Background: an optimization exercise with open tools, aiming at small area. Do not read the settings as production practice. Only simulation tests tie the RTL to the original design; equivalence was not proved. Power figures rest on the tool's default switching activity, not on a simulated workload.

**design/flow/design.v**
```verilog
module top(
      clk,
      rst,
      srx_c,
      srx_d,
      pwm_a,
      pwm_b,
      led1,
      led2,
      led3,
      led4,
      led5,
      led6,
      output_switch0,
      output_switch1,
      output_switch2,
      output_switch3,
      output0_from_A,
      output1_from_A,
      output2_from_A,
      output3_from_A,
      output0_from_B,
      output1_from_B,
      output2_from_B,
      output3_from_B,
      sw0,
      sw1,
      sw2,
      reset_CPUA_pad,
      reset_CPUB_pad,
      power_on_A_pad,
      power_on_B_pad,
      GPIO_A,
      GPIO_B
    );
input clk;
input rst;
input srx_c;
input srx_d;
input pwm_a;
input pwm_b;
output led1;
output led2;
output led3;
output led4;
output led5;
output led6;
output GPIO_A;
output GPIO_B;
output sw0;
output sw1;
output sw2;
output reset_CPUA_pad;
output reset_CPUB_pad;
output power_on_A_pad;
output power_on_B_pad;
output [7:0] output_switch0;
output [7:0] output_switch1;
output [7:0] output_switch2;
output [7:0] output_switch3;
input  [7:0] output0_from_A;
input  [7:0] output1_from_A;
input  [7:0] output2_from_A;
input  [7:0] output3_from_A;
input  [7:0] output0_from_B;
input  [7:0] output1_from_B;
input  [7:0] output2_from_B;
input  [7:0] output3_from_B;
wire switch;
wire io_a, io_b;
wire error, debug_mode;
wire reset_A, reset_B;
wire pwr_A, pwr_B;
reg [7:0] os0, os1, os2, os3;
always @(posedge clk) begin
  os0 <= switch ? output0_from_B : output0_from_A;
  os1 <= switch ? output1_from_B : output1_from_A;
  os2 <= switch ? output2_from_B : output2_from_A;
  os3 <= switch ? output3_from_B : output3_from_A;
end
assign output_switch0 = os0;
assign output_switch1 = os1;
assign output_switch2 = os2;
assign output_switch3 = os3;
assign {sw0, sw1, sw2} = {switch, switch, switch};
assign led1 = switch;
assign led2 = ~switch;
assign GPIO_A = ~switch;
assign GPIO_B = switch;
assign led3 = ~io_a;
assign led4 = ~io_b;
assign led5 = ~error;
assign led6 = ~debug_mode;
assign reset_CPUA_pad = reset_A;
assign reset_CPUB_pad = reset_B;
assign power_on_A_pad = pwr_A;
assign power_on_B_pad = pwr_B;
sc_pulse pulse_a(.clk(clk), .rst(rst), .pwm(pwm_a), .io(io_a));
sc_pulse pulse_b(.clk(clk), .rst(rst), .pwm(pwm_b), .io(io_b));
reg en;
always @(posedge clk)
  if (rst) en <= 1'b0;
  else     en <= ~en;
wire       pop;
wire       push_a, push_b;
wire       nz_a, nz_b;
wire [7:0] head_a, head_b;
sc_rx rx_a(.clk(clk), .rst(rst), .en(en), .srx(srx_c), .pop(pop),
           .push(push_a), .nz(nz_a), .head(head_a));
sc_rx rx_b(.clk(clk), .rst(rst), .en(en), .srx(srx_d), .pop(pop),
           .push(push_b), .nz(nz_b), .head(head_b));
localparam [14:0] IDLE_HIT = 15'b001010011111011;    
localparam [14:0] PM15 = 15'b010101010101010;
localparam [13:0] PM14 = 14'b10101010101010;
reg [14:0] la, lb;       
reg        fla, flb;
reg        cto, cto_d, sel;    
reg [9:0]  na, nb;
function [14:0] lfsr15;
  input [14:0] x;
  lfsr15 = {x[13:0], ~(x[14] ^ x[13])};
endfunction
function [13:0] lfsr14;
  input [13:0] x;
  lfsr14 = {x[12:0], ~(x[13] ^ x[12])};
endfunction
always @(posedge clk) begin
  la  <= ((rst | push_a) ? 15'd0 : lfsr15(la ^ PM15)) ^ PM15;
  lb  <= ((rst | push_b) ? 15'd0 : lfsr15(lb ^ PM15)) ^ PM15;
  fla <= ~rst & ~push_a & (fla | (la == (IDLE_HIT ^ PM15)));
  flb <= ~rst & ~push_b & (flb | (lb == (IDLE_HIT ^ PM15)));
  cto <= ~rst & fla & flb;
end
always @(posedge clk)
  if (rst) begin
    na <= 10'd0; nb <= 10'd0;
    cto_d <= 1'b0;
    sel <= 1'b0;
  end else begin
    cto_d <= cto;
    if (push_a) na <= na + 1'b1;
    if (push_b) nb <= nb + 1'b1;
    if (cto_d) begin na <= 10'd0; nb <= 10'd0; end
    if (cto) begin
      if (na > nb) sel <= 1'b0;
      if (na < nb) sel <= 1'b1;
    end
  end
wire       data_flag = sel ? nz_b : nz_a;
wire [7:0] byte_in   = sel ? head_b : head_a;
reg       dfd;
reg [1:0] cyc;
reg       popr;
assign pop = popr;
always @(posedge clk)
  if (rst) begin
    dfd <= 1'b0; cyc <= 2'd0; popr <= 1'b0;
  end else begin
    dfd  <= data_flag;
    popr <= data_flag & cto_d & (cyc == 2'd2);
    if (data_flag & cto_d)
      cyc <= (cyc == 2'd2) ? 2'd0 : cyc + 1'b1;
  end
reg  [4:0] cnt;
reg  [4:0] step;
reg        crst;
wire       rd_en = step[0] & (step <= 5'd17);
wire       do_wr = popr & ~cnt[4];
wire       do_rd = rd_en & (cnt != 5'd0);
always @(posedge clk)
  if (rst | crst) cnt <= 5'd0;
  else if (do_wr & ~do_rd) cnt <= cnt + 1'b1;
  else if (do_rd & ~do_wr) cnt <= cnt - 1'b1;
reg  [1:0] hdr;     
reg  [7:0] sum;     
reg  [3:0] cls;     
wire       acc = do_wr & (step == 5'd0) & ~crst & ~cnt[3];
reg  [3:0] enc;
always @* begin
  case (byte_in)
    8'h0a: enc = 4'b0000;
    8'h0b: enc = 4'b0001;
    8'hab: enc = 4'b0010;
    8'hba: enc = 4'b0011;
    8'h55: enc = 4'b0100;
    8'haa: enc = 4'b0101;
    8'h44: enc = 4'b0110;
    8'hbb: enc = 4'b0111;
    8'ha0: enc = 4'b1000;
    8'hb0: enc = 4'b1010;
    8'h11: enc = 4'b1100;
    8'h22: enc = 4'b1101;
    default: enc = 4'b1111;
  endcase
end
always @(posedge clk)
  if (acc)
    case (cnt[2:0])
      3'd0: hdr[0] <= (byte_in == 8'heb);
      3'd1: hdr[1] <= (byte_in == 8'h90);
      3'd2: sum <= byte_in;
      3'd3: begin
              sum <= sum + byte_in;
              cls <= (byte_in == 8'hab) ? 4'b0000 : 4'b1111;
            end
      3'd4: begin
              sum <= sum + byte_in;
              cls <= (&cls) ? 4'b1111 : enc;
            end
      3'd5: sum <= sum + byte_in;
      3'd6: sum <= sum | (byte_in ^ 8'h09);
      3'd7: sum <= sum | (byte_in ^ 8'hd7);
    endcase
wire trig  = cto_d & ~data_flag & dfd;
wire valid = (sum == 8'd0);
wire g0    = (cls[3:2] == 2'b00);
wire g1    = (cls[3:2] == 2'b01);
wire g2    = (cls[3:2] == 2'b10);
wire condreq = g2 | (g1 & ~cls[0]);
reg  act;
reg  err_r, dbg_r;
assign error      = err_r;
assign debug_mode = dbg_r;
always @(posedge clk)
  if (rst) begin
    step <= 5'd0; crst <= 1'b0; err_r <= 1'b0; dbg_r <= 1'b0; act <= 1'b0;
  end else begin
    act <= 1'b0;
    case (step)
      5'd0: begin
              crst <= trig & (cnt != 5'd8);
              if (trig & (cnt == 5'd8)) step <= 5'd1;
            end
      5'd2: if (hdr[0]) step <= 5'd3;
            else begin step <= 5'd21; crst <= 1'b1; err_r <= 1'b1; end
      5'd4: if (hdr[1]) step <= 5'd5;
            else begin step <= 5'd21; crst <= 1'b1; err_r <= 1'b1; end
      5'd20: begin
              step <= 5'd0;
              crst <= 1'b1;
              err_r <= ~valid;
              act <= valid & (~condreq | (switch ^ cls[1]));
              if (valid & (cls == 4'b1100)) dbg_r <= 1'b1;
              if (valid & (cls == 4'b1101)) dbg_r <= 1'b0;
            end
      5'd21: step <= 5'd0;
      default: step <= step + 1'b1;
    endcase
  end
wire force_swi = act & g0;
wire cmd_swi   = cls[0];
wire reset_a_flag = act & ((g0 & cls[1]) | (g2 & ~cls[1]));
wire reset_b_flag = act & ((g0 & cls[1]) | (g2 & cls[1]));
wire fpc_A  = act & g1 & ~cls[1];
wire fpc_B  = act & g1 & cls[1];
wire cpw_A  = cls[0];
wire cpw_B  = cls[0];
localparam [13:0] RST_HIT = 14'b01100001001011;    
reg        rsa, rsb, dla, dlb;
reg [13:0] ka, kb;       
wire       eq_a   = (ka == (RST_HIT ^ PM14));
wire       eq_b   = (kb == (RST_HIT ^ PM14));
wire       done_a = eq_a | dla;
wire       done_b = eq_b | dlb;
assign reset_A = rsa;
assign reset_B = rsb;
always @(posedge clk) begin
  ka  <= ((rst | ~rsa) ? 14'd0 : lfsr14(ka ^ PM14)) ^ PM14;
  kb  <= ((rst | ~rsb) ? 14'd0 : lfsr14(kb ^ PM14)) ^ PM14;
  dla <= ~rst & eq_a;
  dlb <= ~rst & eq_b;
end
always @(posedge clk)
  if (rst) begin
    rsa <= 1'b0; rsb <= 1'b0;
  end else begin
    if (done_a) rsa <= 1'b0; else if (reset_a_flag) rsa <= 1'b1;
    if (done_b) rsb <= 1'b0; else if (reset_b_flag) rsb <= 1'b1;
  end
localparam [14:0] FAIL_HIT = 15'b010001011110011;    
reg        cur_A, cur_B, nxt_A, nxt_B, afl, bfl, fda, fdb, sw_r;
reg [14:0] fa, fb;       
reg        a_fail, b_fail;
wire       a_ff = ((~io_a & cur_A) | afl) & ~debug_mode;
wire       b_ff = ((~io_b & cur_B) | bfl) & ~debug_mode;
wire       a_cnt = a_ff & ~fpc_A & ~fda & ~debug_mode;
wire       b_cnt = b_ff & ~fpc_B & ~fdb & ~debug_mode;
always @(posedge clk) begin
  fa <= ((rst | ~a_cnt) ? 15'd0 : lfsr15(fa ^ PM15)) ^ PM15;
  fb <= ((rst | ~b_cnt) ? 15'd0 : lfsr15(fb ^ PM15)) ^ PM15;
  a_fail <= ~rst & a_cnt & (a_fail | (fa == (FAIL_HIT ^ PM15)));
  b_fail <= ~rst & b_cnt & (b_fail | (fb == (FAIL_HIT ^ PM15)));
end
assign switch = sw_r;
assign pwr_A = cur_A;
assign pwr_B = cur_B;
always @(posedge clk)
  if (rst) begin
    cur_A <= 1'b1; cur_B <= 1'b0;
    nxt_A <= 1'b1; nxt_B <= 1'b0;
    afl <= 1'b0; bfl <= 1'b0;
    fda <= 1'b0; fdb <= 1'b0;
    sw_r <= 1'b0;
  end else begin
    cur_A <= nxt_A;
    cur_B <= nxt_B;
    fda <= fpc_A;
    fdb <= fpc_B;
    if (force_swi) sw_r <= cmd_swi;
    else if (~a_fail & b_fail) sw_r <= 1'b0;
    else if (a_fail & ~b_fail) sw_r <= 1'b1;
    if (fpc_A | fpc_B | fda | fdb) begin
      if (fpc_A | fda) begin afl <= 1'b0; nxt_A <= cpw_A; end
      if (fpc_B | fdb) begin bfl <= 1'b0; nxt_B <= cpw_B; end
    end else if (~a_fail & b_fail) begin
      nxt_B <= 1'b0; nxt_A <= 1'b1; bfl <= 1'b1;
    end else if (a_fail & ~b_fail) begin
      nxt_A <= 1'b0; nxt_B <= 1'b1; afl <= 1'b1;
    end
  end
endmodule
module sc_pulse(clk, rst, pwm, io);
input  clk;
input  rst;
input  pwm;
output io;
reg        d1, d2, st, st1, st2;
reg [10:0] tc;           
reg        rok, fok;     
reg        io_r;
wire rise = d1 & ~d2;
wire fall = ~d1 & d2;
localparam [10:0] P_LO = 11'd950, P_HI = 11'd1050;    
localparam [10:0] D_LO = 11'd450, D_HI = 11'd550;     
wire rin  = (tc >= P_LO) & (tc <= P_HI);
wire fin  = (tc >= D_LO) & (tc <= D_HI);
assign io = io_r;
always @(posedge clk)
  if (rst) begin
    d1 <= 1'b0; d2 <= 1'b0; st <= 1'b0; st1 <= 1'b0; st2 <= 1'b0;
    tc <= 11'd0; rok <= 1'b0; fok <= 1'b0; io_r <= 1'b1;
  end else begin
    d1 <= pwm;
    d2 <= d1;
    st1 <= st;
    st2 <= st1;
    if (rise) st <= ~st;
    if (st & fall) fok <= fin;
    if (st & rise) rok <= rin;
    if (~st2) begin rok <= 1'b0; fok <= 1'b0; end
    if (~st1) tc <= 11'd0;
    else if (st & ~(&tc)) tc <= tc + 1'b1;
    if (~st1) io_r <= rok & fok;
  end
endmodule
module sc_rx(clk, rst, en, srx, pop, push, nz, head);
input        clk;
input        rst;
input        en;
input        srx;
input        pop;
output       push;
output       nz;
output [7:0] head;
reg s1, s2;
always @(posedge clk)
  if (rst) begin s1 <= 1'b0; s2 <= 1'b0; end
  else begin s1 <= srx; s2 <= s1; end
localparam [2:0] IDLE = 3'd0, START = 3'd1, PREP = 3'd2, BIT = 3'd3,
                 ENDB = 3'd4, STOP = 3'd5, PUSH = 3'd6;
reg [2:0] st;
reg [3:0] rc;
reg [8:0] sh;       
reg       ferr;
reg       rpush;
wire      rc7 = (rc == 4'd7);
wire      rc0 = (rc == 4'd0);
wire [3:0] rcm = rc - 1'b1;
always @(posedge clk)
  if (rst) begin
    st <= IDLE; rpush <= 1'b0;
  end else if (en) begin
    case (st)
      IDLE:  begin rpush <= 1'b0; rc <= 4'd14; if (!s2) st <= START; end
      START: begin rpush <= 1'b0; if (rc7) st <= s2 ? IDLE : PREP; rc <= rcm; end
      PREP:  begin sh <= 9'h100; if (rc0) st <= BIT; rc <= rcm; end
      BIT:   begin if (rc0) st <= ENDB; if (rc7) sh <= {s2, sh[8:1]}; rc <= rcm; end
      ENDB:  begin st <= sh[0] ? STOP : BIT; rc <= 4'd14; end
      STOP:  begin if (rc7) begin ferr <= ~s2; st <= PUSH; end rc <= rcm; end
      PUSH:  if (s2) begin rpush <= 1'b1; st <= IDLE; end
             else if (~ferr) begin rpush <= 1'b1; rc <= 4'd14; st <= START; end
      default: st <= IDLE;
    endcase
  end
assign push = rpush & ~en;
reg [7:0] mem [0:15];
reg [3:0] top, bot;
reg       full;
assign nz   = full | (top != bot);
assign head = mem[bot];
always @(posedge clk)
  if (push & ~full) mem[top] <= sh[8:1];
always @(posedge clk)
  if (rst) begin
    top <= 4'd0; bot <= 4'd0; full <= 1'b0;
  end else
    case ({push, pop})
      2'b10: if (~full) begin
               top <= top + 1'b1;
               if (top + 4'd1 == bot) full <= 1'b1;
             end
      2'b01: if (nz) begin bot <= bot + 1'b1; full <= 1'b0; end
      2'b11: begin top <= top + 1'b1; bot <= bot + 1'b1; end
      default: ;
    endcase
endmodule
```
**design/flow/flow/run.sh**
```bash
#!/bin/bash
# Own layout flow: the standard flow (standard.sh) with two ORFS
# variables changed:
#   - port buffers use the smallest buffer cell (buf_1);
#   - clock tree: clkbuf_4 leaf clusters of at most 10 sinks, no dummy loads.
# Everything else (synthesis, floorplan, power grid, taps, routing) is the
# standard flow's. The full make output goes to flow_make.log here.
set -uo pipefail
bash standard.sh \
  "BUFFER_PORTS_ARGS=-buffer_cell sky130_fd_sc_hd__buf_1" \
  "CTS_ARGS=-sink_clustering_enable -repair_clock_nets -dont_use_dummy_load -buf_list sky130_fd_sc_hd__clkbuf_4 -sink_clustering_size 10 -sink_clustering_max_diameter 50" \
  finish > flow_make.log 2>&1
status=$?
tail -n 30 flow_make.log
exit $status
```
**design/flow/standard.sh**
```bash
#!/bin/bash
# synth_recipe.tcl (not shown) runs the flow's synth.tcl, then flattens the netlist and writes it again
# the make line also repeats each setting of config.mk as NAME=value (left out here)
make -C /OpenROAD-flow-scripts/flow DESIGN_CONFIG=/design/flow/config.mk WORK_HOME=/design/flow/orfs CLKGATE_MAP_FILE= SYNTH_SCRIPT=/design/flow/synth_recipe.tcl "${@:-finish}"
```
**design/flow/config.mk**
```make
export PLATFORM = sky130hd
export DESIGN_NAME = top
export DESIGN_NICKNAME = top
export VERILOG_FILES = /design/flow/design.v
export SDC_FILE = /design/flow/constraint.sdc
export NUM_CORES = 4
export LEC_CHECK = 0
export CAP_MARGIN = 20
export CORE_MARGIN = 2
export CORE_UTILIZATION = 40
export PLACE_DENSITY = 0.6
export SLEW_MARGIN = 20
```
**design/flow/constraint.sdc**
```tcl
create_clock -name core_clock -period 8.0 [get_ports {clk}]
set_input_delay 1.6000 -clock core_clock [delete_from_list [all_inputs] [get_ports {clk}]]
set_output_delay 1.6000 -clock core_clock [all_outputs]
set_load 0.01 [all_outputs]
```
==> qor.tcl, run 1 <==
set qor(design.die.area_um2) 59080
set qor(clock_sinks) 553
set qor(final_cell_area_um2) 24500
set qor(synthesis.area_per_instance_um2) 12.24
set qor(postCtsHoldBufs) 0
set qor(yosysWarningCount) 3
set qor(port_buffers) 116
set qor(worstSetupStartpointType) {flop}
set qor(post_synth_instance_area_um2) 22860
set qor(drt_first_pass_iters) 5
set qor(pin_count_of_the_biggest_net_entering_global_routing) 53
set qor(grt_antenna_before_repair) 4
set qor(routedWlPerCell_um) 16.97
set qor(cp_slowest_stage_delay_ps) 750
set qor(ant_nets) 0
set qor(postCtsResizedCells) 0
set qor(floorplan.io_pins) 117
set qor(netlist_instances) 1867
set qor(cts_setup_buffers) 0
set qor(synthMostInstantiatedCell) {sky130_fd_sc_hd__edfxtp_1}
set qor(chipHeight_um) 243.1
set qor(finalCritPeriodShare_pct) 62.08
set qor(routed_wl_um) 46590
set qor(layout_overhead_on_the_synthesized_area_pct) 7.153
set qor(global_route.usage.total_pct) 15.82
set qor(multi_input_area_um2) 8159
set qor(power.leakage_nw) 7.975
set qor(rows) 87
set qor(timing.setup.tns_ps) 0
set qor(final_layout_size_suffix_gt1_share_pct) 10.07
set qor(outcome) {timing/DRC/antenna clean}
set qor(coreArea_um2) 56500
set qor(synth_sequential_area_ratio_pct) 61.47
set qor(cp_cell_sequence) {buf_4 > mux4_2 > a22oi_1 > and4_1 > inv_1 > ha_1 > a21o_1 > a21oi_1 > o21bai_1 > a21oi_1 > o21ai_0 > and4_1 > a311oi_1 > o211ai_1}
set qor(synthesis.nets) 1990
set qor(vias_per_instance) 5.213
set qor(clock_buffer_depth) 3
set qor(drc) 0
set qor(cts_inserted_buffers) 71
set qor(cp_max_fo) 22
set qor(final.setup_skew_ps) 110.6
set qor(placed_cell_area_um2) 23950
set qor(finalHoldViolations) 0
set qor(synth_enable_flop_cells) 298
set qor(vias_after_detailed_routing) 14309
set qor(synth-async-reset-ratio_pct) 0
set qor(synth_area_leader_cell) {sky130_fd_sc_hd__edfxtp_1}
set qor(yosys-top-cells-area) {sky130_fd_sc_hd__edfxtp_1 39%, sky130_fd_sc_hd__dfxtp_1 22%, sky130_fd_sc_hd__mux4_2 4.6%}
set qor(synth.top_cells.by_count) {298 x sky130_fd_sc_hd__edfxtp_1, 255 x sky130_fd_sc_hd__dfxtp_1, 224 x sky130_fd_sc_hd__nor2_1}
set qor(timing.final.max_slew_violations) 0
set qor(grt_pass1_wl_um) 75430
set qor(start_util_pct) 40.46
set qor(timing.critical_path.required_ps) 8430
set qor(ys_dominant_reg_cell) {sky130_fd_sc_hd__edfxtp_1}
set qor(worstSkewPairLatency_ps) 810
set qor(detail_route.iter0.violations) 1009
set qor(num-fill-cells) 5251
set qor(chipWidth_um) 243.1
set qor(setup_viol) 0
set qor(sequential_cell_area_um2) 14060
set qor(critPathCaptureType) {flop}
set qor(crit_path_top_delay_cell) {sky130_fd_sc_hd__dfxtp_2}
set qor(timing.setup.critical_path_class) {reg2reg}
set qor(max_clock_freq_ghz) 0.2013
set qor(slew-limit-headroom_pct) 33.70
set qor(tightestPinTransition_ps) 990.9
set qor(dpl_worst_slack_ps) 3072
set qor(synth_cell_types) 80
set qor(irDropWorstVdd_v) 0.00008950
set qor(minimum_clock_period_ps) 4967
set qor(worst_ep_arrival_time_ps) 5400
set qor(cellPowerDensity_nw_per_um2) 181.6
set qor(grt_setup_unrepaired) {no}
set qor(tightest_hold_check_type) {reg2reg}
set qor(aggregate_global_routing_overflow) 0
set qor(synth.ff_latch_count) 553
set qor(routabilityCongestion) 0.8291
set qor(maxCapViolCount) 0
set qor(clock_tree.htree_level_count) 3
set qor(dp_hpwl_um) 31710
set qor(tritoncts) {yes}
set qor(clkSlewWorstSetupHoldPaths_ps) 110
set qor(yosysTopAreaCellShare_pct) 39.14
set qor(cts-root-buf) {sky130_fd_sc_hd__clkbuf_4}
set qor(number_of_global_route_vias_before_repair) 14365
set qor(pnr_worst_setup_slack_ps) 3033
set qor(num-nets-final) 2112
-- cells in the final DEF, fill, tap and decap left out, drive strengths merged, types with 8 or more instances in the layout --
cell type	instances
nand2	156
a21oi	77
o21ai	30
xnor2	40
nand4	27
a21o	11
and2	27
inv	60
or3	8
mux2	36
a211oi	17
nor4	13
mux2i	53
buf	132
nor3	59
nor2	226
nand2b	19
ha	51
nor2b	39
edfxtp	298
xor2	46
clkbuf	72
nand3	46
or2	8
a22oi	14
dfxtp	255
mux4	47
a31oi	11
-- sequential cells by signal, indices dropped and copies added (netlist names), 10 cells and up, named ones only --
signal,cells
fa,15
kb,14
ka,14
lb,15
fb,15
rx_a.mem,128
nb,10
pulse_a.tc,11
na,10
la,15
rx_b.mem,128
pulse_b.tc,11
-- logic make-up (layout without fill, tap and decap cells) --
| kind of cell | count (synthesis) | after routing | synth area share (%) |
|---|---|---|---|
| compound gates | 216 | 216 | 6.294 |
| xor+xnor | 86 | 86 | 3.295 |
| fa+ha+maj | 53 | 53 | 2.966 |
| buf+inv | 145 | 265 | 2.890 |
| flops | 553 | 553 | 61.47 |
| mux | 136 | 136 | 8.724 |
| other cells | 0 | 2 | 0 |
| simple gates | 678 | 678 | 14.36 |
-- layout make-up --
cell class / count / area share, %
sequential: 553 / 57.39
multi-input combinational: 1169 / 33.31
tap: 756 / 3.861
timing repair buffer: 133 / 2.314
clock buffer: 71 / 2.176
inverter: 61 / 0.9347
antenna: 2 / 0.02043
-- through the flow --
| stage | power, mW | hold slack (ps) | util, % | std cells |
|---|---|---|---|---|
| 2_1_floorplan | 3.184 | 352.7 | - | 1867 |
| 3_3_place_gp | 3.229 | 359.8 | 42.40 | 2672 |
| 3_5_place_dp | 3.233 | 367.1 | 42.40 | 2672 |
| 4_1_cts | 4.527 | 379.0 | 43.34 | 2743 |
| 5_1_grt | 4.652 | 401.4 | 43.36 | 2745 |
| 6_report | 4.449 | 371.6 | 43.36 | 2745 |
-- final timing paths --
check	cells after the start	start	endpoint	slack (ps)
setup reg to reg	14	flop	sum[7]$_DFFE_PP_	3030
hold reg to reg	1	fb[10]$_SDFF_PP0_	fb[11]$_DFF_P_	370
hold / removal	1	fb[10]$_SDFF_PP0_	fb[11]$_DFF_P_	370
setup / recovery	14	flop	sum[7]$_DFFE_PP_	3030
-- critical path: cells and delay by family (launching register included) --
kind                       cells  cell delay (ps)
muxes                          1              570
AOI/OAI and AO/OA              8             1620
and+or+nand+nor                2              690
buffers and inverters          2              650
DFF                            1              750
adders and majority gates      1              310
-- where the power goes --
part           leakage [nW]  switching (mW)  internal [mW]
logic                  2.90          0.0898         0.0628
clock network         0.327           0.873          0.409
registers              4.74          0.0261           2.99
-- routing by layer --
metal | GRT usage [%] | wire length [um]
met1 | 21.16 | 21180
met2 | 25.78 | 21950
met3 | 3.096 | 2112
met4 | 5.323 | 1332
met5 | 0 | 15
==> inputs of run 2 (changes only) <==
--- a/design/flow/design.v
+++ b/design/flow/design.v
@@ -106,7 +106,7 @@
 wire       nz_a, nz_b;
 wire [7:0] head_a, head_b;
-sc_rx rx_a(.clk(clk), .rst(rst), .en(en), .srx(srx_c), .pop(pop),
+sc_rx rx_a(.clk(clk), .rst(rst), .en(en), .srx(srx_c), .pop(pop), .rd(~sel),
            .push(push_a), .nz(nz_a), .head(head_a));
-sc_rx rx_b(.clk(clk), .rst(rst), .en(en), .srx(srx_d), .pop(pop),
+sc_rx rx_b(.clk(clk), .rst(rst), .en(en), .srx(srx_d), .pop(pop), .rd(sel),
            .push(push_b), .nz(nz_b), .head(head_b));
 localparam [14:0] IDLE_HIT = 15'b001010011111011;    
@@ -148,5 +148,5 @@
   end
 wire       data_flag = sel ? nz_b : nz_a;
-wire [7:0] byte_in   = sel ? head_b : head_a;
+wire [7:0] byte_in   = head_a | head_b;    
 reg       dfd;
 reg [1:0] cyc;
@@ -354,5 +354,5 @@
   end
 endmodule
-module sc_rx(clk, rst, en, srx, pop, push, nz, head);
+module sc_rx(clk, rst, en, srx, pop, rd, push, nz, head);
 input        clk;
 input        rst;
@@ -362,4 +362,5 @@
 output       push;
 output       nz;
+input        rd;      
 output [7:0] head;
 reg s1, s2;
@@ -398,5 +399,17 @@
 reg       full;
 assign nz   = full | (top != bot);
-assign head = mem[bot];
+reg [7:0] grp [0:3];
+reg [7:0] head_r;
+integer   hi, hj;
+always @* begin
+  head_r = 8'h00;
+  for (hj = 0; hj < 4; hj = hj + 1) begin
+    grp[hj] = 8'h00;
+    for (hi = 0; hi < 4; hi = hi + 1)
+      grp[hj] = grp[hj] | (mem[{hj[1:0], hi[1:0]}] & {8{bot[1:0] == hi[1:0]}});
+    head_r = head_r | (grp[hj] & {8{rd & (bot[3:2] == hj[1:0])}});
+  end
+end
+assign head = head_r;
 always @(posedge clk)
   if (push & ~full) mem[top] <= sh[8:1];
==> run 2 against run 1 <==
  * Sequential share of layout area up 1.1 points
  * Clock skew down 13 ps
  * Cell count up 0.58%
  * Wire length up 4.6%
  * First-iteration DRC count up 0.30%
  * Die area down 2.8%
  * Design area down 3.0%
  * Worst hold slack worse by 19 ps
  * Utilization down 0.16 points
  * Critical endpoint unchanged
  * Largest power group unchanged
==> qor.tcl, run 2 <==
set qor(outcome) {timing/DRC/antenna clean}
set qor(cts_setup_buffers) 0 ;# unchanged
set qor(dpl_worst_slack_ps) 3791 ;# +718.9 ps
set qor(worst_ep_arrival_time_ps) 4810 ;# -590 ps
set qor(routedWlPerCell_um) 17.66 ;# +4.0%
set qor(clock_tree.htree_level_count) 3 ;# unchanged
set qor(vias_per_instance) 5.259 ;# +0.88%
set qor(floorplan.io_pins) 117 ;# unchanged
set qor(yosys.area_share.adder_pct) 3.449 ;# +0.48 points
set qor(maxCapViolCount) 0 ;# unchanged
set qor(grt_setup_unrepaired) {no}
set qor(power.total_mw) 4.388 ;# -1.4%
set qor(layout.cells.most_common) {sky130_fd_sc_hd__edfxtp_1}
set qor(finalCritPeriodShare_pct) 54.23 ;# -7.9 points
set qor(final.setup_skew_ps) 97.57 ;# -13.00 ps
set qor(cts-root-buf) {sky130_fd_sc_hd__clkbuf_4}
set qor(r2r_cells) 16 ;# +2
set qor(worstSkewPairLatency_ps) 820 ;# about the same
set qor(drt_first_pass_iters) 7 ;# +2
set qor(worstHoldEndpoint) {ka[7]$_DFF_P_}
set qor(min-delay-start) {ka[6]$_SDFF_PP0_}
set qor(power.leakage_nw) 7.865 ;# -1.4%
set qor(synth_compound_area_share_pct) 10.59 ;# +4.3 points
set qor(port_buffers) 116 ;# unchanged
set qor(synth-async-reset-ratio_pct) 0 ;# unchanged
set qor(timing.hold.worst_path_depth) 1 ;# unchanged
set qor(minimum_clock_period_ps) 4338 ;# -628.4 ps
set qor(setup_viol) 0 ;# unchanged
set qor(yosysTopAreaCellShare_pct) 40.30 ;# +1.2 points
set qor(crit_start) {rx_b.bot[0]$_SDFFE_PP0P_}
set qor(timing.setup.critical_path_class) {reg2reg}
set qor(final_layout_size_suffix_gt1_share_pct) 7.853 ;# -2.2 points
set qor(synth_xor_area_share_pct) 3.432 ;# +0.14 points
set qor(tritoncts) {yes}
set qor(netlist_instances) 1898 ;# +1.7%
set qor(main_combinational_cell_family_by_area_after_synthesis) {simple AND/OR/NAND/NOR gates}
set qor(finalHoldViolations) 0 ;# unchanged
set qor(start_util_pct) 40.38 ;# -0.083 points
set qor(drc) 0 ;# unchanged
set qor(synth-simple-area-share_pct) 14.61 ;# +0.26 points
set qor(clock_buffer_depth) 3 ;# unchanged
set qor(yosys-top-cells-area) {sky130_fd_sc_hd__edfxtp_1 40%, sky130_fd_sc_hd__dfxtp_1 22%, sky130_fd_sc_hd__a22oi_1 4.7%}
set qor(postCtsHoldBufs) 0 ;# unchanged
set qor(synthesis.area_per_instance_um2) 11.70 ;# -4.5%
set qor(ys_dominant_reg_cell) {sky130_fd_sc_hd__edfxtp_1}
set qor(tightestPinTransition_ps) 1003 ;# +11.74 ps
set qor(routed_wl_um) 48760 ;# +4.6%
set qor(timing.critical_path.required_ps) 8470 ;# +40 ps
set qor(post_synth_mux_area_share_pct) 2.085 ;# -6.6 points
set qor(clock_sinks) 545 ;# -1.4%
set qor(synth_area_leader_cell) {sky130_fd_sc_hd__edfxtp_1}
set qor(worst_hold_slack_ps) 352.5 ;# -19.10 ps
set qor(ant_nets) 0 ;# unchanged
set qor(grt_pass1_wl_um) 76220 ;# +1.0%
set qor(pin_count_of_the_biggest_net_entering_global_routing) 62 ;# +17%
set qor(top_regs) {rx_a.mem x128, rx_b.mem x128}
set qor(cts_inserted_buffers) 69 ;# -2.8%
set qor(clkSlewWorstSetupHoldPaths_ps) 100 ;# about the same
set qor(irDropWorstVdd_v) 0.00007911 ;# -12%
set qor(slew-limit-headroom_pct) 32.91 ;# -0.79 points
set qor(max_clock_freq_ghz) 0.2305 ;# +14%
set qor(cellPowerDensity_nw_per_um2) 184.7 ;# +1.7%
set qor(tightest_hold_check_type) {reg2reg}
set qor(yosysWarningCount) 4 ;# +1
set qor(aggregate_global_routing_overflow) 0 ;# unchanged
set qor(synth.ff_latch_count) 545 ;# -1.4%
set qor(number_of_global_route_vias_before_repair) 14395 ;# +0.21%
set qor(post_synth_instance_area_um2) 22200 ;# -2.9%
set qor(num-fill-cells) 5142 ;# -2.1%
set qor(critPathCaptureType) {flop}
set qor(num-nets-final) 2144 ;# +1.5%
set qor(coreArea_um2) 54990 ;# -2.7%
set qor(synthesis.nets) 2028 ;# +1.9%
set qor(worst_r2r_dst) {sum[7]$_DFFE_PP_}
set qor(chipWidth_um) 239.6 ;# -1.4%
set qor(synthMostInstantiatedCell) {sky130_fd_sc_hd__edfxtp_1}
set qor(routabilityCongestion) 0.8815 ;# +6.3%
set qor(cp_max_fo) 32 ;# +45%
set qor(synth_cell_types) 76 ;# -5.0%
set qor(design.die.area_um2) 57410 ;# -2.8%
set qor(timing.final.max_slew_violations) 0 ;# unchanged
set qor(postCtsResizedCells) 0 ;# unchanged
set qor(synth_enable_flop_cells) 298 ;# unchanged
set qor(timing.setup.tns_ps) 0 ;# unchanged
set qor(dp_hpwl_um) 32700 ;# +3.1%
set qor(vias_after_detailed_routing) 14519 ;# +1.5%
set qor(synth_sequential_area_ratio_pct) 62.57 ;# +1.1 points
set qor(chipHeight_um) 239.6 ;# -1.4%
set qor(r2r-start) {rx_b.bot[0]$_SDFFE_PP0P_}
set qor(pnr_worst_setup_slack_ps) 3662 ;# +628.4 ps
set qor(global_route.usage.total_pct) 16.89 ;# +1.1 points
set qor(layout_overhead_on_the_synthesized_area_pct) 6.970
set qor(worstSetupStartpointType) {flop}
set qor(rows) 86 ;# -1.1%
set qor(mostFrequentLayoutCells) {298 x sky130_fd_sc_hd__edfxtp_1, 247 x sky130_fd_sc_hd__dfxtp_1, 227 x sky130_fd_sc_hd__nor2_1}
set qor(grt_antenna_before_repair) 1 ;# -3
set qor(internal_reg_to_reg_setup_slack_ps) 3660 ;# +630 ps
set qor(synth.top_cells.by_count) {298 x sky130_fd_sc_hd__edfxtp_1, 247 x sky130_fd_sc_hd__dfxtp_1, 227 x sky130_fd_sc_hd__nor2_1}
set qor(detail_route.iter0.violations) 1012 ;# +0.30%
run 2: cells by family after synthesis:
group                      count (synthesis)
and+or+nand+nor                          658
adders and majority gates                 60
xor gates and xnor gates                  87
muxes                                     42
buffers and inverters                    148
AOI/OAI and AO/OA                        358
DFF                                      545
run 2: metrics by stage:
stage               utilization [%]  instances  area, um^2
finish                        43.20       2761       23750
global route                  43.20       2761       23750
CTS                           43.16       2760       23730
detailed placement            42.21       2691       23210
global placement              42.21       2691       23210
floorplan                         -       1898       22200
run 2: worst max-delay path, cell delays in order (launching register included):
cell and delay (ps):
sky130_fd_sc_hd__dfxtp_1 470, sky130_fd_sc_hd__inv_1 100, sky130_fd_sc_hd__ha_1 200, sky130_fd_sc_hd__buf_4 250
sky130_fd_sc_hd__a22oi_1 240, sky130_fd_sc_hd__a21oi_1 110, sky130_fd_sc_hd__a21oi_1 200, sky130_fd_sc_hd__nand4_1 450
sky130_fd_sc_hd__ha_1 520, sky130_fd_sc_hd__a21boi_0 140, sky130_fd_sc_hd__o21ai_0 210, sky130_fd_sc_hd__a21oi_1 110
sky130_fd_sc_hd__o21ai_0 180, sky130_fd_sc_hd__nand2b_1 150, sky130_fd_sc_hd__a221oi_1 300, sky130_fd_sc_hd__a21oi_1 110
sky130_fd_sc_hd__a211o_1 240
run 2: how the worst max path moves through the flow:
stage                             to  slack, ps  depth (start not counted)
floorplan           sum[7]$_DFFE_PP_       4420                         18
global placement    sum[7]$_DFFE_PP_       3970                         16
detailed placement  sum[7]$_DFFE_PP_       3790                         17
CTS                 sum[7]$_DFFE_PP_       3690                         17
global route        sum[7]$_DFFE_PP_       3320                         17
finish              sum[7]$_DFFE_PP_       3660                         16
run 2: power breakdown:
| group | switching (mW) | leakage, nW | internal [mW] |
|---|---|---|---|
| Clock | 0.859 | 0.317 | 0.398 |
| Combinational | 0.0940 | 2.87 | 0.0636 |
| Sequential | 0.0250 | 4.68 | 2.95 |
run 2: final cells by class:
class	count	area (um^2)	area share, %
Inverter	62	232.7	0.9798
Sequential cell	545	13890	58.49
Clock buffer	69	518.0	2.181
Antenna cell	1	2.502	0.01054
Timing Repair Buffer	131	551.8	2.323
Tap cell	748	935.9	3.940
Multi-Input combinational cell	1205	7617	32.07
run 2: per-layer routing:
metal  up-vias  track usage (%)  routed length [um]  part of all wire, %
met5         -                0                   0                    0
met4         0            7.102                1417                  2.9
met3        91            3.112                2676                  5.5
met2       387            26.92               22590                   46
met1      7000            22.62               22080                   45
li1       7041                -                   -                    -
==> inputs of run 3 (changes only) <==
--- a/design/flow/flow/run.sh
+++ b/design/flow/flow/run.sh
@@ -9,5 +9,5 @@
 bash standard.sh \
   "BUFFER_PORTS_ARGS=-buffer_cell sky130_fd_sc_hd__buf_1" \
-  "CTS_ARGS=-sink_clustering_enable -repair_clock_nets -dont_use_dummy_load -buf_list sky130_fd_sc_hd__clkbuf_4 -sink_clustering_size 10 -sink_clustering_max_diameter 50" \
+  "CTS_ARGS=-sink_clustering_enable -repair_clock_nets -dont_use_dummy_load -buf_list sky130_fd_sc_hd__clkbuf_2 -sink_clustering_size 6 -sink_clustering_max_diameter 30" \
   finish > flow_make.log 2>&1
 status=$?
==> run 3 against run 2 <==
  * Non-clock buffer count stayed put
  * Register-to-register slack better by 20 ps
  * Design area increased by 0.33%
  * Cell count is 1.8% higher
  * Wire length is 0.60% higher
  * First-iteration DRC count down 7.0%
  * Clock-buffer cell count increased by 50
  * Sequential power about the same
  * Sequential share of layout area is 0.19 points lower
  * Utilization rose by 0.14 points
  * Total power is 1.4% higher
  * Synthesized area did not move
==> qor.tcl, run 3 <==
set qor(utilization_pct) 43.34 ;# +0.14 points
set qor(placed_cell_area_um2) 23210 ;# unchanged
set qor(netlist_instances) 1898 ;# unchanged
set qor(drc) 0 ;# unchanged
set qor(start_util_pct) 40.38 ;# unchanged
set qor(tightest_hold_check_type) {reg2reg}
set qor(max_clock_freq_ghz) 0.2316 ;# +0.49%
set qor(detail_route.iter0.violations) 941 ;# -7.0%
set qor(final.setup_skew_ps) 122.7 ;# +25.09 ps
set qor(postCtsHoldBufs) 0 ;# unchanged
set qor(clock_buffer_depth) 3 ;# unchanged
set qor(worstSetupStartpointType) {flop}
set qor(floorplan.io_pins) 117 ;# unchanged
set qor(synth.ff_latch_count) 545 ;# unchanged
set qor(ys_dominant_reg_cell) {sky130_fd_sc_hd__edfxtp_1}
set qor(power.leakage_nw) 8.042 ;# +2.2%
set qor(number_of_global_route_vias_before_repair) 14789 ;# +2.7%
set qor(tritoncts) {yes}
set qor(pnr_worst_setup_slack_ps) 3683 ;# +20.97 ps
set qor(mostFrequentLayoutCells) {298 x sky130_fd_sc_hd__edfxtp_1, 247 x sky130_fd_sc_hd__dfxtp_1, 227 x sky130_fd_sc_hd__nor2_1}
set qor(synth_xor_area_share_pct) 3.432 ;# unchanged
set qor(chipHeight_um) 239.6 ;# unchanged
set qor(global_route.usage.total_pct) 16.96 ;# +0.062 points
set qor(timing.final.max_slew_violations) 0 ;# unchanged
set qor(maxCapViolCount) 0 ;# unchanged
set qor(drt_first_pass_iters) 5 ;# -2
set qor(vias_after_detailed_routing) 14769 ;# +1.7%
set qor(num-nets-final) 2194 ;# +2.3%
set qor(design.die.area_um2) 57410 ;# unchanged
set qor(r2r_cells) 17 ;# +1
set qor(synthMostInstantiatedCell) {sky130_fd_sc_hd__edfxtp_1}
set qor(tightestPinTransition_ps) 1013 ;# +10.33 ps
set qor(synth_cell_types) 76 ;# unchanged
set qor(chipWidth_um) 239.6 ;# unchanged
set qor(routedWlPerCell_um) 17.45 ;# -1.2%
set qor(final_cell_count_no_fill) 2811 ;# +1.8%
set qor(routabilityCongestion) 0.8815 ;# unchanged
set qor(finalCritPeriodShare_pct) 53.97 ;# -0.26 points
set qor(clock_tree.htree_level_count) 3 ;# unchanged
set qor(dp_hpwl_um) 32700 ;# unchanged
set qor(outcome) {timing/DRC/antenna clean}
set qor(num-fill-cells) 5150 ;# +0.16%
set qor(grt_setup_unrepaired) {no}
set qor(crit_start) {rx_a.bot[1]$_SDFFE_PP0P_}
set qor(slew-limit-headroom_pct) 32.22 ;# -0.69 points
set qor(final_layout_size_suffix_gt1_share_pct) 10.09 ;# +2.2 points
set qor(grt_pass1_wl_um) 76580 ;# +0.48%
set qor(cp_max_fo) 32 ;# unchanged
set qor(internal_reg_to_reg_setup_slack_ps) 3680 ;# +20 ps
set qor(cts-root-buf) {sky130_fd_sc_hd__clkbuf_2}
set qor(worst_r2r_dst) {sum[7]$_DFFE_PP_}
set qor(yosysWarningCount) 4 ;# unchanged
set qor(r2r-start) {rx_a.bot[1]$_SDFFE_PP0P_}
set qor(critPathCaptureType) {flop}
set qor(synth_enable_flop_cells) 298 ;# unchanged
set qor(critical_path.endpoint) {sum[7]$_DFFE_PP_}
set qor(aggregate_global_routing_overflow) 0 ;# unchanged
set qor(irDropWorstVdd_v) 0.00007784 ;# -1.6%
set qor(synthesis.area_per_instance_um2) 11.70 ;# unchanged
set qor(ant_nets) 0 ;# unchanged
set qor(grt_antenna_before_repair) 1 ;# unchanged
set qor(synth_sequential_area_ratio_pct) 62.57 ;# unchanged
set qor(synth-simple-area-share_pct) 14.61 ;# unchanged
set qor(postCtsResizedCells) 0 ;# unchanged
set qor(cts_setup_buffers) 0 ;# unchanged
set qor(worst_ep_arrival_time_ps) 5050 ;# +240 ps
set qor(synth-async-reset-ratio_pct) 0 ;# unchanged
set qor(finalHoldViolations) 0 ;# unchanged
set qor(worstSkewPairLatency_ps) 1110 ;# +290 ps
set qor(setup_viol) 0 ;# unchanged
set qor(post_synth_mux_area_share_pct) 2.085 ;# unchanged
set qor(timing.setup.tns_ps) 0 ;# unchanged
set qor(rows) 86 ;# unchanged
set qor(synth.top_cells.by_count) {298 x sky130_fd_sc_hd__edfxtp_1, 247 x sky130_fd_sc_hd__dfxtp_1, 227 x sky130_fd_sc_hd__nor2_1}
set qor(synth_compound_area_share_pct) 10.59 ;# unchanged
set qor(cellPowerDensity_nw_per_um2) 186.8 ;# +1.1%
set qor(layout.cells.most_common) {sky130_fd_sc_hd__edfxtp_1}
set qor(port_buffers) 116 ;# unchanged
set qor(vias_per_instance) 5.254 ;# about the same
set qor(top_regs) {rx_a.mem x128, rx_b.mem x128}
set qor(timing.critical_path.required_ps) 8740 ;# +270 ps
set qor(yosysTopAreaCellShare_pct) 40.30 ;# unchanged
set qor(layout_overhead_on_the_synthesized_area_pct) 7.320
set qor(synthesis.nets) 2028 ;# unchanged
set qor(timing.setup.critical_path_class) {reg2reg}
set qor(dpl_worst_slack_ps) 3791 ;# unchanged
set qor(numPlacedInstances) 2691 ;# unchanged
set qor(synth_area_leader_cell) {sky130_fd_sc_hd__edfxtp_1}
set qor(main_combinational_cell_family_by_area_after_synthesis) {simple AND/OR/NAND/NOR gates}
set qor(clkSlewWorstSetupHoldPaths_ps) 110 ;# about the same
set qor(final_cell_area_um2) 23830 ;# +0.33%
set qor(post_synth_instance_area_um2) 22200 ;# unchanged
set qor(pin_count_of_the_biggest_net_entering_global_routing) 62 ;# unchanged
set qor(minimum_clock_period_ps) 4317 ;# -20.97 ps
set qor(clock_sinks) 545 ;# unchanged
set qor(coreArea_um2) 54990 ;# unchanged
set qor(yosys-top-cells-area) {sky130_fd_sc_hd__edfxtp_1 40%, sky130_fd_sc_hd__dfxtp_1 22%, sky130_fd_sc_hd__a22oi_1 4.7%}
set qor(yosys.area_share.adder_pct) 3.449 ;# unchanged
set qor(routed_wl_um) 49050 ;# +0.60%
set qor(cts_inserted_buffers) 119 ;# +72%
-- run 3: changes by cell type in the layout (fill, tap and decap cells not counted) --
cell,before,now
sky130_fd_sc_hd__clkbuf_4,70,1
sky130_fd_sc_hd__clkbuf_2,0,119
-- run 3: through the flow --
stage	hold WS, ps	power [mW]
after CTS	273.7	4.522
after detailed placement	362.4	3.193
after floorplan	352.7	3.141
final	308.6	4.451
after global routing	315.2	4.650
after global placement	360.3	3.191
-- run 3: cells by family after synthesis --
| kind of cell | Yosys count |
|---|---|
| AND/OR/NAND/NOR | 658 |
| flip-flops | 545 |
| AO/OA/AOI/OAI | 358 |
| buffers and inverters | 148 |
| XOR/XNOR | 87 |
| adder cells (fa/ha/maj) | 60 |
| multiplexers | 42 |
-- run 3: how the worst min path moves through the flow --
stage,cells after the start,endpoint,start
final,1,kb[12]$_SDFF_PP0_,kb[11]$_DFF_P_
after detailed placement,1,lb[9]$_DFF_P_,lb[8]$_SDFF_PN0_
after global routing,1,fa[9]$_DFF_P_,fa[8]$_SDFF_PP0_
after CTS,1,kb[12]$_SDFF_PP0_,kb[11]$_DFF_P_
after floorplan,1,la[9]$_DFF_P_,la[8]$_SDFF_PN0_
after global placement,1,ka[5]$_DFF_P_,ka[4]$_SDFF_PP0_
-- run 3: metal layers --
| metal | GRT usage (%) | up-vias | routed length, um |
|---|---|---|---|
| li1 | - | 7159 | - |
| met1 | 22.21 | 7075 | 22100 |
| met2 | 26.82 | 425 | 22600 |
| met3 | 3.515 | 110 | 2842 |
| met4 | 8.163 | 0 | 1507 |
| met5 | 0 | - | 0 |
-- run 3: cell type report --
type                            instances  area [um^2]  share of cell area [%]
Clock buffer                          119        595.6                   2.499
Multi-Input combinational cell       1205         7617                   31.97
Inverter                               62        232.7                  0.9766
Sequential cell                       545        13890                   58.30
Timing Repair Buffer                  131        551.8                   2.316
Tap cell                              748        935.9                   3.928
Antenna cell                            1        2.502                 0.01050
-- run 3: critical path, cell delays in order, from the launching register on --
cell and delay [ps]:
sky130_fd_sc_hd__dfxtp_1 480, sky130_fd_sc_hd__inv_1 110, sky130_fd_sc_hd__ha_1 190, sky130_fd_sc_hd__buf_4 250, sky130_fd_sc_hd__a22oi_1 260, sky130_fd_sc_hd__nand2_1 90, sky130_fd_sc_hd__a21oi_1 290, sky130_fd_sc_hd__nand4_2 320
sky130_fd_sc_hd__ha_1 430, sky130_fd_sc_hd__a21oi_1 190, sky130_fd_sc_hd__a21boi_0 100, sky130_fd_sc_hd__o21ai_0 210, sky130_fd_sc_hd__a21oi_1 110, sky130_fd_sc_hd__o21ai_0 180, sky130_fd_sc_hd__nand2b_1 140, sky130_fd_sc_hd__a221oi_1 290
sky130_fd_sc_hd__a21oi_1 110, sky130_fd_sc_hd__a211o_1 240
-- run 3: where the power goes --
part / internal, mW / leakage [nW] / switching, mW / total, mW
Clock: 0.385 / 0.494 / 0.936 / 1.32
Sequential: 2.95 / 4.68 / 0.0252 / 2.97
Combinational: 0.0636 / 2.87 / 0.0938 / 0.157
==> inputs of run 4 (changes only) <==
--- a/design/flow/flow/run.sh
+++ b/design/flow/flow/run.sh
@@ -9,5 +9,5 @@
 bash standard.sh \
   "BUFFER_PORTS_ARGS=-buffer_cell sky130_fd_sc_hd__buf_1" \
-  "CTS_ARGS=-sink_clustering_enable -repair_clock_nets -dont_use_dummy_load -buf_list sky130_fd_sc_hd__clkbuf_2 -sink_clustering_size 6 -sink_clustering_max_diameter 30" \
+  "CTS_ARGS=-sink_clustering_enable -repair_clock_nets -dont_use_dummy_load -buf_list sky130_fd_sc_hd__clkbuf_8 -sink_clustering_size 16 -sink_clustering_max_diameter 40" \
   finish > flow_make.log 2>&1
 status=$?
==> run 4 against run 3 <==
  * Still clean
  * Critical endpoint unchanged
  * Wire length shrank 0.67%
  * Largest cell class unchanged
  * Design area grew 1.9%
  * Fmax shrank 0.11%
  * Largest power group unchanged
  * Synthesized area is the same
  * Worst setup slack lost 5.0 ps
==> qor.tcl, run 4 <==
set qor(timing.setup.tns_ps) 0 ;# unchanged
set qor(number_of_global_route_vias_before_repair) 14407 ;# -2.6%
set qor(tritoncts) {yes}
set qor(clock_sinks) 545 ;# unchanged
set qor(worstSetupStartpointType) {flop}
set qor(top_regs) {rx_a.mem x128, rx_b.mem x128}
set qor(timing.critical_path.required_ps) 8330 ;# -410 ps
set qor(setup_viol) 0 ;# unchanged
set qor(drc) 0 ;# unchanged
set qor(grt_antenna_before_repair) 1 ;# unchanged
set qor(timing.final.max_slew_violations) 0 ;# unchanged
set qor(yosys-top-cells-area) {sky130_fd_sc_hd__edfxtp_1 40%, sky130_fd_sc_hd__dfxtp_1 22%, sky130_fd_sc_hd__a22oi_1 4.7%}
set qor(synth_enable_flop_cells) 298 ;# unchanged
set qor(min-delay-start) {fb[12]$_SDFF_PP0_}
set qor(synthesis.nets) 2028 ;# unchanged
set qor(worstSkewPairLatency_ps) 660 ;# -450 ps
set qor(synthesis.area_per_instance_um2) 11.70 ;# unchanged
set qor(routedWlPerCell_um) 17.60 ;# +0.83%
set qor(path_common_cell) {sky130_fd_sc_hd__a21oi_1}
set qor(maxCapViolCount) 0 ;# unchanged
set qor(synth.ff_latch_count) 545 ;# unchanged
set qor(r2r_cells) 17 ;# unchanged
set qor(minimum_clock_period_ps) 4322 ;# +4.970 ps
set qor(timing.setup.critical_path_class) {reg2reg}
set qor(floorplan.io_pins) 117 ;# unchanged
set qor(clock_tree.htree_level_count) 3 ;# unchanged
set qor(finalHoldViolations) 0 ;# unchanged
set qor(dp_hpwl_um) 32700 ;# unchanged
set qor(synth_sequential_area_ratio_pct) 62.57 ;# unchanged
set qor(rows) 86 ;# unchanged
set qor(final_layout_size_suffix_gt1_share_pct) 8.218 ;# -1.9 points
set qor(cts_setup_buffers) 0 ;# unchanged
set qor(aggregate_global_routing_overflow) 0 ;# unchanged
set qor(tightestPinTransition_ps) 1018 ;# +4.584 ps
set qor(r2r-start) {rx_a.bot[1]$_SDFFE_PP0P_}
set qor(worst_hold_slack_ps) 340.5 ;# +31.92 ps
set qor(worstHoldEndpoint) {fb[13]$_DFF_P_}
set qor(cp_max_fo) 32 ;# unchanged
set qor(yosysTopAreaCellShare_pct) 40.30 ;# unchanged
set qor(synth.top_cells.by_count) {298 x sky130_fd_sc_hd__edfxtp_1, 247 x sky130_fd_sc_hd__dfxtp_1, 227 x sky130_fd_sc_hd__nor2_1}
set qor(tightest_hold_check_type) {reg2reg}
set qor(finalCritPeriodShare_pct) 54.03 ;# +0.062 points
set qor(vias_per_instance) 5.244 ;# -0.18%
set qor(layout_overhead_on_the_synthesized_area_pct) 9.411
set qor(internal_reg_to_reg_setup_slack_ps) 3680 ;# about the same
set qor(cp_cell_sequence) {inv_1 > ha_1 > buf_4 > a22oi_1 > nand2_1 > a21oi_1 > nand4_2 > ha_1 > a21oi_1 > a21boi_0 > o21ai_0 > a21oi_1 > o21ai_0 > nand2b_1 > a221oi_1 > a21oi_1 > a211o_1}
set qor(start_util_pct) 40.38 ;# unchanged
set qor(ys_dominant_reg_cell) {sky130_fd_sc_hd__edfxtp_1}
set qor(final.setup_skew_ps) 80.85 ;# -41.80 ps
set qor(grt_setup_unrepaired) {no}
set qor(post_synth_instance_area_um2) 22200 ;# unchanged
set qor(worst_ep_arrival_time_ps) 4650 ;# -400 ps
set qor(synth_cell_types) 76 ;# unchanged
set qor(cts_inserted_buffers) 77 ;# -35%
set qor(netlist_instances) 1898 ;# unchanged
set qor(coreArea_um2) 54990 ;# unchanged
set qor(power.leakage_nw) 8.101 ;# +0.74%
set qor(outcome) {timing/DRC/antenna clean}
set qor(layout.cells.most_common) {sky130_fd_sc_hd__edfxtp_1}
set qor(design.die.area_um2) 57410 ;# unchanged
set qor(global_route.usage.total_pct) 16.83 ;# -0.12 points
set qor(slew-limit-headroom_pct) 31.91 ;# -0.31 points
set qor(synth-async-reset-ratio_pct) 0 ;# unchanged
set qor(clock_buffer_depth) 3 ;# unchanged
set qor(clkSlewWorstSetupHoldPaths_ps) 90 ;# -20 ps
set qor(synthMostInstantiatedCell) {sky130_fd_sc_hd__edfxtp_1}
set qor(cts-root-buf) {sky130_fd_sc_hd__clkbuf_8}
set qor(placed_cell_area_um2) 23210 ;# unchanged
set qor(irDropWorstVdd_v) 0.0001066 ;# +37%
set qor(detail_route.iter0.violations) 985 ;# +4.7%
set qor(postCtsResizedCells) 0 ;# unchanged
set qor(routed_wl_um) 48720 ;# -0.67%
set qor(yosysWarningCount) 4 ;# unchanged
set qor(cellPowerDensity_nw_per_um2) 201.7 ;# +8.0%
set qor(max_clock_freq_ghz) 0.2314 ;# -0.11%
set qor(cp_slowest_stage_delay_ps) 470 ;# about the same
set qor(routabilityCongestion) 0.8815 ;# unchanged
set qor(vias_after_detailed_routing) 14522 ;# -1.7%
set qor(pin_count_of_the_biggest_net_entering_global_routing) 62 ;# unchanged
set qor(worst_r2r_dst) {sum[7]$_DFFE_PP_}
set qor(chipWidth_um) 239.6 ;# unchanged
set qor(chipHeight_um) 239.6 ;# unchanged
set qor(critPathCaptureType) {flop}
set qor(ant_nets) 0 ;# unchanged
set qor(grt_pass1_wl_um) 75870 ;# -0.93%
set qor(synth_area_leader_cell) {sky130_fd_sc_hd__edfxtp_1}
set qor(final_cell_area_um2) 24290 ;# +1.9%
set qor(postCtsHoldBufs) 0 ;# unchanged
set qor(timing.hold.worst_path_depth) 1 ;# unchanged
set qor(drt_first_pass_iters) 5 ;# unchanged
set qor(crit_path_top_delay_cell) {sky130_fd_sc_hd__dfxtp_1}
set qor(mostFrequentLayoutCells) {298 x sky130_fd_sc_hd__edfxtp_1, 247 x sky130_fd_sc_hd__dfxtp_1, 227 x sky130_fd_sc_hd__nor2_1}
set qor(port_buffers) 116 ;# unchanged
set qor(num-fill-cells) 5068 ;# -1.6%
set qor(num-nets-final) 2152 ;# -1.9%
## run 4: worst max-delay path, delay by kind of cell (launching register included)
family,cells,cell delay [ps]
simple gates,3,560
fa+ha+maj,2,630
compound gates,10,1960
buf+inv,2,360
flops,1,470
## run 4: per-stage QoR
step,power (mW),utilization (%),instances,setup WS (ps)
floorplan,3.141,-,1898,4421
global placement,3.191,42.21,2691,3974
detailed placement,3.193,42.21,2691,3791
CTS,4.970,44.14,2768,3692
global route,5.087,44.18,2769,3337
finish,4.900,44.18,2769,3678
## run 4: layer usage
layer  global-route usage, %  routed length (um)  vias to the layer above
met4                   7.197                1431                        0
li1                        -                   -                     7045
met5                       0                   0                        -
met1                   22.43               22080                     6964
met3                   3.273                2778                      108
met2                   26.77               22430                      405
## run 4: power breakdown
group          leakage (nW)  switching [mW]  internal [mW]
sequential             4.68          0.0251           2.95
clock                 0.554           0.917          0.848
combinational          2.87          0.0940         0.0636
## run 4: kinds of logic (layout without fill, tap and decap cells)
logic type / Yosys count / after routing / synth area share, %
adders and majority gates: 60 / 60 / 3.449
AOI/OAI and AO/OA: 358 / 358 / 10.59
and+or+nand+nor: 658 / 658 / 14.61
xor gates and xnor gates: 87 / 87 / 3.432
buffers and inverters: 148 / 270 / 3.257
muxes: 42 / 42 / 2.085
other: 0 / 1 / 0
DFF: 545 / 545 / 62.57
## run 4: cell type report
cell class	instances	area (um^2)	area share, %
Timing Repair Buffer	131	551.8	2.271
Multi-Input combinational cell	1205	7617	31.36
Antenna cell	1	2.502	0.01030
Tap cell	748	935.9	3.852
Clock buffer	77	1060	4.362
Inverter	62	232.7	0.9580
Sequential cell	545	13890	57.19
## run 4: worst max path at each step
stage / start / cells past startpoint / end
floorplan: rx_a.bot[0]$_SDFFE_PP0P_ / 18 / sum[7]$_DFFE_PP_
global placement: rx_a.bot[0]$_SDFFE_PP0P_ / 16 / sum[7]$_DFFE_PP_
detailed placement: rx_a.bot[1]$_SDFFE_PP0P_ / 17 / sum[7]$_DFFE_PP_
CTS: rx_a.bot[1]$_SDFFE_PP0P_ / 17 / sum[7]$_DFFE_PP_
global route: rx_a.bot[1]$_SDFFE_PP0P_ / 17 / sum[7]$_DFFE_PP_
finish: rx_a.bot[1]$_SDFFE_PP0P_ / 17 / sum[7]$_DFFE_PP_
==> inputs of run 5 (changes only) <==
==> design/flow/run.sh (new file) <==
#!/bin/bash
# synth_recipe.tcl (not shown) runs the flow's synth.tcl, then flattens the netlist and writes it again
# the make line also repeats each setting of config.mk as NAME=value (left out here)
make -C /OpenROAD-flow-scripts/flow DESIGN_CONFIG=/design/flow/config.mk WORK_HOME=/design/flow/orfs CLKGATE_MAP_FILE= SYNTH_SCRIPT=/design/flow/synth_recipe.tcl finish
--- a/design/flow/config.mk
+++ b/design/flow/config.mk
@@ -9,4 +9,7 @@
 export CORE_MARGIN = 2
 export CORE_UTILIZATION = 40
+export CTS_BUF_LIST = sky130_fd_sc_hd__clkbuf_4
+export CTS_CLUSTER_DIAMETER = 50
+export CTS_CLUSTER_SIZE = 8
 export PLACE_DENSITY = 0.6
 export SLEW_MARGIN = 20
removed: design/flow/flow/run.sh
removed: design/flow/standard.sh
==> run 5 against run 4 <==
  * Utilization rose by 1.2 points
  * Fmax rose by 0.50%
  * Clock-buffer cell count increased by 35
  * First-iteration DRC count up 13%
  * Sequential share of layout area shrank 1.5 points
  * Die area did not move
  * Wire length is 1.1% higher
  * Non-clock buffer count grew 1
  * Global-route usage rose by 0.32 points
==> qor.tcl, run 5 <==
set qor(finalCritPeriodShare_pct) 53.76 ;# -0.27 points
set qor(layout.cells.most_common) {sky130_fd_sc_hd__edfxtp_1}
set qor(timing.final.max_slew_violations) 0 ;# unchanged
set qor(clock_buffer_depth) 3 ;# unchanged
set qor(use_met1_pct) 23.13 ;# +0.70 points
set qor(coreArea_um2) 54990 ;# unchanged
set qor(detail_route.iter0.violations) 1114 ;# +13%
set qor(timing.setup.tns_ps) 0 ;# unchanged
set qor(slew-limit-headroom_pct) 28.46 ;# -3.4 points
set qor(setup_viol) 0 ;# unchanged
set qor(ant_nets) 0 ;# unchanged
set qor(layout_overhead_on_the_synthesized_area_pct) 12.45
set qor(synth-async-reset-ratio_pct) 0 ;# unchanged
set qor(critPathCaptureType) {flop}
set qor(yosysWarningCount) 4 ;# unchanged
set qor(timing.hold.worst_path_depth) 1 ;# unchanged
set qor(aggregate_global_routing_overflow) 0 ;# unchanged
set qor(clkSlewWorstSetupHoldPaths_ps) 110 ;# +20 ps
set qor(port_buffers) 116 ;# unchanged
set qor(path_common_cell) {sky130_fd_sc_hd__a21oi_1}
set qor(grt_busiest_layer) {met2}
set qor(synthesis.nets) 2028 ;# unchanged
set qor(cp_cell_sequence) {inv_1 > ha_1 > buf_4 > a22oi_1 > a21oi_1 > a21oi_1 > nand4_1 > ha_1 > a21boi_0 > o21ai_0 > a21oi_1 > o21ai_0 > nand2b_1 > a221oi_1 > a21oi_1 > a211o_1}
set qor(postCtsResizedCells) 0 ;# unchanged
set qor(critPathTopFamily) {compound AO/OA/AOI/OAI gates}
set qor(routabilityCongestion) 0.8582 ;# -2.6%
set qor(grt_use_met3_pct) 2.939 ;# -0.33 points
set qor(drt_first_pass_iters) 5 ;# unchanged
set qor(crit_start) {rx_a.bot[0]$_SDFFE_PP0P_}
set qor(use_met2_pct) 27.39 ;# +0.61 points
set qor(dpl_worst_slack_ps) 3828 ;# +37.63 ps
set qor(cts_inserted_buffers) 83 ;# +7.8%
set qor(cp_num_buf_inv) 2 ;# unchanged
set qor(synth_sequential_area_ratio_pct) 62.57 ;# unchanged
set qor(chipWidth_um) 239.6 ;# unchanged
set qor(drc) 0 ;# unchanged
set qor(synth.ff_latch_count) 545 ;# unchanged
set qor(floorplan.io_pins) 117 ;# unchanged
set qor(yosys-top-cells-area) {sky130_fd_sc_hd__edfxtp_1 40%, sky130_fd_sc_hd__dfxtp_1 22%, sky130_fd_sc_hd__a22oi_1 4.7%}
set qor(clock_tree.htree_level_count) 3 ;# unchanged
set qor(timing.critical_path.required_ps) 8570 ;# +240 ps
set qor(pin_count_of_the_biggest_net_entering_global_routing) 65 ;# +4.8%
set qor(worst_ep_arrival_time_ps) 4870 ;# +220 ps
set qor(synth_area_leader_cell) {sky130_fd_sc_hd__edfxtp_1}
set qor(postCtsHoldBufs) 0 ;# unchanged
set qor(outcome) {timing/DRC/antenna clean}
set qor(synth_cell_types) 76 ;# unchanged
set qor(vias_after_detailed_routing) 14704 ;# +1.3%
set qor(final.setup_skew_ps) 45.86 ;# -35.00 ps
set qor(irDropWorstVdd_v) 0.00009856 ;# -7.5%
set qor(dp_hpwl_um) 32930 ;# +0.72%
set qor(routed_wl_um) 49260 ;# +1.1%
set qor(min-delay-start) {ka[2]$_SDFF_PP0_}
set qor(finalHoldViolations) 0 ;# unchanged
set qor(number_of_global_route_vias_before_repair) 14619 ;# +1.5%
set qor(tightest_hold_check_type) {reg2reg}
set qor(rows) 86 ;# unchanged
set qor(synthMostInstantiatedCell) {sky130_fd_sc_hd__edfxtp_1}
set qor(grt_pass1_wl_um) 77510 ;# +2.2%
set qor(mostFrequentLayoutCells) {298 x sky130_fd_sc_hd__edfxtp_1, 247 x sky130_fd_sc_hd__dfxtp_1, 227 x sky130_fd_sc_hd__nor2_1}
set qor(top_regs) {rx_a.mem x128, rx_b.mem x128}
set qor(timing.setup.critical_path_class) {reg2reg}
set qor(synthesis.area_per_instance_um2) 11.70 ;# unchanged
set qor(r2r_cells) 16 ;# -1
set qor(yosysTopAreaCellShare_pct) 40.30 ;# unchanged
set qor(tritoncts) {yes}
set qor(r2r-start) {rx_a.bot[0]$_SDFFE_PP0P_}
set qor(grt_setup_unrepaired) {no}
set qor(worst_r2r_dst) {sum[7]$_DFFE_PP_}
set qor(ys_dominant_reg_cell) {sky130_fd_sc_hd__edfxtp_1}
set qor(maxCapViolCount) 0 ;# unchanged
set qor(worstSkewPairLatency_ps) 840 ;# +180 ps
set qor(netlist_instances) 1898 ;# unchanged
set qor(final_layout_size_suffix_gt1_share_pct) 10.20 ;# +2.0 points
set qor(global_route.usage.total_pct) 17.15 ;# +0.32 points
set qor(worst_hold_slack_ps) 368.2 ;# +27.72 ps
set qor(num-nets-final) 2159 ;# +0.33%
set qor(cp_max_fo) 32 ;# unchanged
set qor(chipHeight_um) 239.6 ;# unchanged
set qor(worstSetupStartpointType) {flop}
set qor(design.die.area_um2) 57410 ;# unchanged
set qor(cp_slowest_stage_delay_ps) 530 ;# +60 ps
set qor(tightestPinTransition_ps) 1069 ;# +51.54 ps
set qor(cts_setup_buffers) 0 ;# unchanged
set qor(cts-root-buf) {sky130_fd_sc_hd__clkbuf_4}
set qor(start_util_pct) 40.38 ;# unchanged
set qor(synth.top_cells.by_count) {298 x sky130_fd_sc_hd__edfxtp_1, 247 x sky130_fd_sc_hd__dfxtp_1, 227 x sky130_fd_sc_hd__nor2_1}
set qor(worstHoldEndpoint) {ka[3]$_DFF_P_}
set qor(cellPowerDensity_nw_per_um2) 195.8 ;# -2.9%
set qor(internal_reg_to_reg_setup_slack_ps) 3700 ;# +20 ps
set qor(power.leakage_nw) 8.459 ;# +4.4%
set qor(clock_sinks) 545 ;# unchanged
set qor(vias_per_instance) 5.220 ;# -0.47%
set qor(synth_enable_flop_cells) 298 ;# unchanged
set qor(post_synth_instance_area_um2) 22200 ;# unchanged
set qor(minimum_clock_period_ps) 4301 ;# -21.49 ps
set qor(path_depth) 16 ;# -1
set qor(max_clock_freq_ghz) 0.2325 ;# +0.50%
set qor(crit_path_top_delay_cell) {sky130_fd_sc_hd__ha_1}
set qor(routedWlPerCell_um) 17.49 ;# -0.61%
set qor(grt_antenna_before_repair) 1 ;# unchanged
set qor(pnr_worst_setup_slack_ps) 3699 ;# +21.49 ps
==> run 5: logic make-up after synthesis <==
group                      synth area share [%]
AOI/OAI and AO/OA                         10.59
and+or+nand+nor                           14.61
xor gates and xnor gates                  3.432
adders and majority gates                 3.449
buffers and inverters                     3.257
muxes                                     2.085
DFF                                       62.57
==> run 5: area by class of cell <==
cell class / count / area (um^2)
antenna: 1 / 2.502
clock buffer: 112 / 840.8
clock inverter: 12 / 166.4
fill: 5024 / 30020
inverter: 62 / 232.7
multi-input combinational: 1205 / 7617
sequential: 545 / 13890
tap: 748 / 935.9
timing repair buffer: 132 / 1279
==> run 5: worst reg2reg max path, cell delays in order, from the launching register on <==
cell	delay [ps]
sky130_fd_sc_hd__dfxtp_1	480
sky130_fd_sc_hd__inv_1	110
sky130_fd_sc_hd__ha_1	210
sky130_fd_sc_hd__buf_4	240
sky130_fd_sc_hd__a22oi_1	250
sky130_fd_sc_hd__a21oi_1	110
sky130_fd_sc_hd__a21oi_1	190
sky130_fd_sc_hd__nand4_1	490
sky130_fd_sc_hd__ha_1	540
sky130_fd_sc_hd__a21boi_0	130
sky130_fd_sc_hd__o21ai_0	210
sky130_fd_sc_hd__a21oi_1	110
sky130_fd_sc_hd__o21ai_0	160
sky130_fd_sc_hd__nand2b_1	150
sky130_fd_sc_hd__a221oi_1	310
sky130_fd_sc_hd__a21oi_1	110
sky130_fd_sc_hd__a211o_1	230
==> run 5: worst max-delay path by stage <==
stage / to / slack [ps]
after floorplan: sum[7]$_DFFE_PP_ / 4420
final: sum[7]$_DFFE_PP_ / 3700
after detailed placement: sum[7]$_DFFE_PP_ / 3830
after global routing: sum[7]$_DFFE_PP_ / 3330
after global placement: sum[7]$_DFFE_PP_ / 3960
after CTS: sum[7]$_DFFE_PP_ / 3790
==> run 5: power breakdown <==
group          leakage [nW]  total, mW  internal, mW  switching (mW)
sequential             4.68       2.97          2.95          0.0254
clock                 0.593       1.73         0.772           0.954
combinational          3.19      0.191        0.0980          0.0926
==> run 5: metal layers <==
layer,wire length (um),vias to the layer above
li1,-,7126
met1,22270,7097
met2,23050,395
met3,2631,86
met4,1301,0
met5,0,-
==> run 5: metrics by stage <==
stage / power [mW] / cells / util [%] / cell area, um^2
2_1_floorplan: 3.141 / 1898 / - / 22200
4_1_cts: 4.962 / 2816 / 45.36 / 24940
3_3_place_gp: 3.225 / 2692 / 43.52 / 23930
5_1_grt: 5.105 / 2817 / 45.41 / 24970
6_report: 4.889 / 2817 / 45.41 / 24970
3_5_place_dp: 3.228 / 2692 / 43.53 / 23930

-- separate check: timing with driven ports --
In the flow no input, the clock included, has a driving cell. The finished layouts below were timed again as built, in two steps. Step 1, drivers: a clkbuf_16 drives clk and a buf_2 each remaining input, both assumed. Step 2 times the ports against the registers' clock, not the clock port: input delays grow and output delays shrink by t, the midpoint of the rising clock arrivals with the driver on. Slacks: ideal / step 1 / step 2; pairs: ideal / step 1.
run	t (ns)	setup slack, ns
run 1	0.809	3.033 / 3.033 / 3.033
run 2	0.823	3.662 / 3.662 / 3.662
run 3	1.095	3.683 / 3.683 / 3.683
run 4	0.676	3.678 / 3.678 / 3.678
run 5	0.869	3.699 / 3.699 / 3.699
After both steps setup and hold are still met in every run listed.
